Context: an optimization exercise on an open-source flow, tuned for small area. The choices shown serve that exercise and are no tape-out recipe.
The RTL was checked by simulation tests, not by an equivalence proof against the original design.

==> v28: inputs <==
Design xula2, start of the top module:
module xula2 (
    clock,
    resetn,
    led,
    bcm14_txd,
    bcm15_rxd
);
Settings: LEC_CHECK=0, CAP_MARGIN=20, CORE_MARGIN=2, CORE_UTILIZATION=70, CTS_BUF_LIST=sky130_fd_sc_hd__clkbuf_8, CTS_CLUSTER_DIAMETER=50, CTS_CLUSTER_SIZE=16, SLEW_MARGIN=20; clock period 10.0 ns.
run.sh (not shown) runs the stock make flow with config.mk's settings and CLKGATE_MAP_FILE= SYNTH_SCRIPT=/design/flow/synth_recipe.tcl, a recipe that flattens the netlist after the stock synthesis.
==> v6 (differences from v28) <==
--- a/flow/design.v
+++ b/flow/design.v
@@ -24,55 +24,68 @@
 wire tmid = tick && (tk == 3'd3);                       
 wire dbit = (bitc != 4'd0) && (bitc != 4'd9);    
 wire [2:0] j = bitc[2:0] - 3'd1;                  
 wire rxd = busy && !txm && tmid && dbit;          
 reg [39:0] ech;              
 reg w;                       
-reg [8:0] lc, sc, rc;        
+reg [8:0] rc;                
+reg s9;                      
+reg cy;                      
 reg [2:0] fg;                
 wire [27:0] ax = {ech[3:0], ech[15:8], ech[23:16], ech[31:24]};
 wire lane_wr = w && (ax[27:6] == 22'd0) && (ax[1:0] == 2'd0);
 wire upd_on  = w && (ax == 28'h40);
 wire upd_off = w && (ax == 28'h44);
 wire led_wr  = w && (ax == 28'h80);
 wire rd      = (ax[27:7] == 21'd0) && (ax[1:0] == 2'd0) &&
                (ax[6:2] >= 5'd18) && (ax[6:2] <= 5'd25);
 wire [2:0] rk = ax[4:2] - 3'd2;      
 wire exec = txm && (bytec == 4'd0);                     
 wire cap  = txm && (bytec == 4'd11) && (bitc == 4'd9);   
+wire half = fg[0];
+wire minus = ~(fg[1] ^ fg[0]);
+wire sstop = busy && tmid && (bitc == 4'd9) && (bytec == 4'd11);
+wire sadd = (rxd && (bytec == 4'd11)) || sstop;
+wire a0 = (bitc == 4'd1);                        
+wire sa = sstop ? s9 : (rxs & ~(a0 & half));
+wire sb = rc[0] & ~(a0 & half);
+wire sc_in = cy & ~a0;
+wire ssum = sa ^ sb ^ sc_in;
+wire scy = (sa & sb) | (sc_in & (sa ^ sb));
 wire [17:0] cur;
 wire ev = exec && lane_wr && (c == ax[5:2]) && (tk == 3'd0);
 wire k0 = (bitc == 4'd0);
-wire half = fg[0];
-wire minus = ~(fg[1] ^ fg[0]);
-reg ch, hp, cf;              
-wire l1 = lc[2];             
-wire r1 = rc[4];             
-wire s1 = sc[1];             
-wire chi = ch & ~k0;
-wire hk = l1 ^ r1 ^ chi;
-wire chn = (l1 & r1) | (chi & (l1 ^ r1));
-wire cq = hk | (lc[1] & rc[3]);
-wire cin = half ? minus : (minus ^ cq);
-wire xm = (half ? hp : hk) ^ minus;
-wire fo = s1 ^ xm ^ cf;
-wire cfn = k0 ? cin : ((s1 & xm) | (cf & (s1 ^ xm)));
+reg ci, cf;                  
+wire xs = half ? ((bitc == 4'd8) ? s9 : rc[1]) : ((bitc >= 4'd7) ? s9 : rc[2]);
+wire cie = k0 ? rc[1] : ci;
+wire xm = (half ? xs : (xs ^ cie)) ^ minus;
+wire cfe = k0 ? minus : cf;
+wire sk = cur[9];
+wire fo = sk ^ xm ^ cfe;
 always @(posedge clock) begin
+    if (sadd) cy <= scy;
+    if (rxd && (bytec == 4'd10) && (bitc == 4'd1)) s9 <= rxs;
+    if (sstop) s9 <= s9 ^ rc[0] ^ scy;
     if (ev) begin
-        ch <= chn;
-        hp <= hk;
-        cf <= cfn;
+        ci <= xs & cie;
+        cf <= (sk & xm) | (cfe & (sk ^ xm));
     end
 end
 reg [287:0] ring;
 assign cur = ring[287:270];          
 wire [17:0] nxl = ring[269:252];     
 reg upd;
-wire pz = ev && k0 && !fg[2] && !upd;    
-wire pf = ev && !k0 && fg[2];            
-wire [8:0] pn = pz ? cur[8:0] : pf ? {fo, cur[17:10]} : cur[17:9];
+wire pz = ev && (bitc == 4'd9) && !fg[2] && !upd;   
+wire pf = ev && (bitc != 4'd9) && fg[2];             
+wire pl = busy && lane_wr && fg[2] && (c == ax[5:2]) && (tk == 3'd3);
+wire pld = pl && (((bytec == 4'd9) && (bitc >= 4'd1) && (bitc <= 4'd2)) ||
+                  ((bytec == 4'd10) && (bitc >= 4'd2) && (bitc <= 4'd8)));
+wire prot = pl && (bytec == 4'd11) && (bitc >= 4'd1) && (bitc <= 4'd2);
+wire [8:0] pn = pz ? cur[8:0] :
+                (pf || pld || prot) ? {(pf ? fo : pld ? rxs : cur[9]), cur[17:10]} :
+                cur[17:9];
 wire [8:0] zn = upd ? cur[17:9] : cur[8:0];
 always @(posedge clock) begin
     ring <= {ring[269:0], pn, zn};
 end
 reg [8:0] dh, dl;            
 reg dv;
@@ -90,13 +103,13 @@
         upd <= 1'b0;
         ledreg <= 8'd0;
     end else begin
         if (dcap) dv <= 1'b1;
         if (exec && upd_on) upd <= 1'b1;
         if (exec && upd_off) upd <= 1'b0;
-        if (exec && led_wr) ledreg <= lc[8:1];
+        if (exec && led_wr) ledreg <= rc[7:0];
     end
 end
 reg txbit;
 always @(*) begin
     case (bytec)
         4'd0: txbit = 8'hde >> j;
@@ -110,27 +123,21 @@
     endcase
 end
 wire ech_rx = rxd && (bytec >= 4'd2) && (bytec <= 4'd6);
 wire ech_tx = txm && tend && dbit && (bytec >= 4'd2) && (bytec <= 4'd6);
 wire rc_rx = rxd && (((bytec == 4'd8) && (j <= 3'd2)) || ((bytec == 4'd9) && (j >= 3'd2)));
 wire fg_rx = rxd && (bytec == 4'd8) && (j >= 3'd3) && (j <= 3'd5);
-wire sc_rx = rxd && (((bytec == 4'd9) && (j <= 3'd1)) || ((bytec == 4'd10) && (j >= 3'd1)));
-wire lc_rx = rxd && (((bytec == 4'd10) && (j == 3'd0)) || (bytec == 4'd11));
-wire lr_ev = ev && (bitc <= 4'd6);   
+wire rc_rot = rxd && (bytec == 4'd10) && (bitc <= 4'd3);    
 always @(posedge clock) begin
     rxs <= bcm14_txd;
     if (ech_rx || ech_tx)
         ech <= {(txm ? ech[0] : rxs), ech[39:1]};
     if (rxd && (bytec == 4'd1) && (j == 3'd1))
         w <= rxs;
-    if (rc_rx || lr_ev)
-        rc <= {(txm ? rc[0] : rxs), rc[8:1]};
-    if (lc_rx || lr_ev)
-        lc <= {(txm ? lc[0] : rxs), lc[8:1]};
-    if (sc_rx || ev)
-        sc <= {(txm ? sc[0] : rxs), sc[8:1]};
+    if (rc_rx || rc_rot || sadd || ev)
+        rc <= {(sadd ? (led_wr ? rxs : ssum) : (rc_rx ? rxs : rc[0])), rc[8:1]};
     if (fg_rx)
         fg <= {rxs, fg[2:1]};
 end
 always @(posedge clock) begin
     if (txm || busy) begin
         if (tick) tk <= tend ? 3'd0 : tk + 3'd1;
==> flow/flow/run.sh (new file) <==
#!/bin/bash
# The standard layout (standard.sh, all steps) with two changes:
#  - clock tree synthesis without dummy loads (-dont_use_dummy_load), with
#    clkbuf_8 buffers, clusters of at most 16 sinks and 50 um;
#  - port buffers of sky130_fd_sc_hd__buf_1 instead of the default cell.
# Each tool's output goes to the ORFS logs; standard.sh's own output goes to
# standard.log in this folder.
set -e
CTS="-sink_clustering_enable -repair_clock_nets -dont_use_dummy_load -buf_list sky130_fd_sc_hd__clkbuf_8 -sink_clustering_size 16 -sink_clustering_max_diameter 50"
BPA="-buffer_cell sky130_fd_sc_hd__buf_1"
printf 'export CTS_ARGS = %s\nexport BUFFER_PORTS_ARGS = %s\n' "$CTS" "$BPA" >> config.mk
export CTS_ARGS="$CTS"
export BUFFER_PORTS_ARGS="$BPA"
bash standard.sh > standard.log 2>&1
==> flow/standard.sh (new file) <==
#!/bin/bash
# synth_recipe.tcl (not shown) runs the flow's synth.tcl, then flattens the netlist and writes it again
# the make line also repeats each setting of config.mk as NAME=value (left out here)
make -C /OpenROAD-flow-scripts/flow DESIGN_CONFIG=/design/flow/config.mk WORK_HOME=/design/flow/orfs CLKGATE_MAP_FILE= SYNTH_SCRIPT=/design/flow/synth_recipe.tcl "${@:-finish}"
Settings changed: BUFFER_PORTS_ARGS set to -buffer_cell sky130_fd_sc_hd__buf_1, CORE_UTILIZATION 70 to 80, CTS_ARGS set to -sink_clustering_enable -repair_clock_nets -dont_use_dummy_load -buf_list sky130_fd_sc_hd__clkbuf_8 -sink_clustering_size 16 -sink_clustering_max_diameter 50.
removed: flow/run.sh
==> flow_metrics.py <==
metrics = {
    "finish": {
        "buffers": 14,
        "n_antenna_cell": 1,
        "sh_seq_area_pct": 75.0,
    },
    "grt": {
        "grt_usage_pct": 21.5,
    },
    "outcome": {
        "status": "timing/DRC/antenna clean",
    },
    "synth": {
        "ys_types": 64,
    },
    "power_and_ir_drop": {
        "p_switching_mw": 0.537,
    },
    "die": {
        "dieArea_um2": 18500,
    },
    "detailed_routing": {
        "wl_per_cell_um": 18.1,
    },
    "placement": {
        "placed_cells": 998,
    },
}
-- figures above: v28

==> flow_metrics.py <==
metrics = {
    "finish": {
        "nMultiInputCombCells": 295,
        "sh_seq_area_pct": 76.0,
    },
    "synth": {
        "ys_types": 68,
        "synth-seq-area-share_pct": 79.8,
    },
    "die": {
        "dieArea_um2": 15600,
    },
    "placement": {
        "placed_cells": 931,
    },
    "grt": {
        "grt_max_degree": 47,
        "grt_usage_pct": 28.1,
    },
    "detailed_routing": {
        "wl_per_cell_um": 22.0,
    },
    "outcome": {
        "status": "timing/DRC/antenna clean",
    },
}
-- figures above: v6

-- port drivers added, routing unchanged --
The flow's constraints put no driver on any port. The routed layouts listed below were extracted and timed again, unchanged, in two steps.
Step 1 (the two cells are an assumption about what drives the block):
set clk [get_ports {clock}]
set_driving_cell -lib_cell sky130_fd_sc_hd__clkbuf_16 $clk
set_driving_cell -lib_cell sky130_fd_sc_hd__buf_2 [delete_from_list [all_inputs] $clk]
Step 2, shift: input delay + t, output delay - t, t = (earliest + latest rising clock arrival at the registers) / 2. This alone moves slack from input paths to output paths.
Slacks: ideal / step 1 / step 2; pairs: ideal / step 1.
| run | shift t [ns] | setup slack, ns | pins driven straight from the clock port |
|---|---|---|---|
| v28 | 0.578 | 6.291 / 6.252 / 6.313 | 1 |
| v6 | 0.601 | 6.287 / 6.287 / 6.287 | 1 |
After both steps every run listed still meets setup and hold.
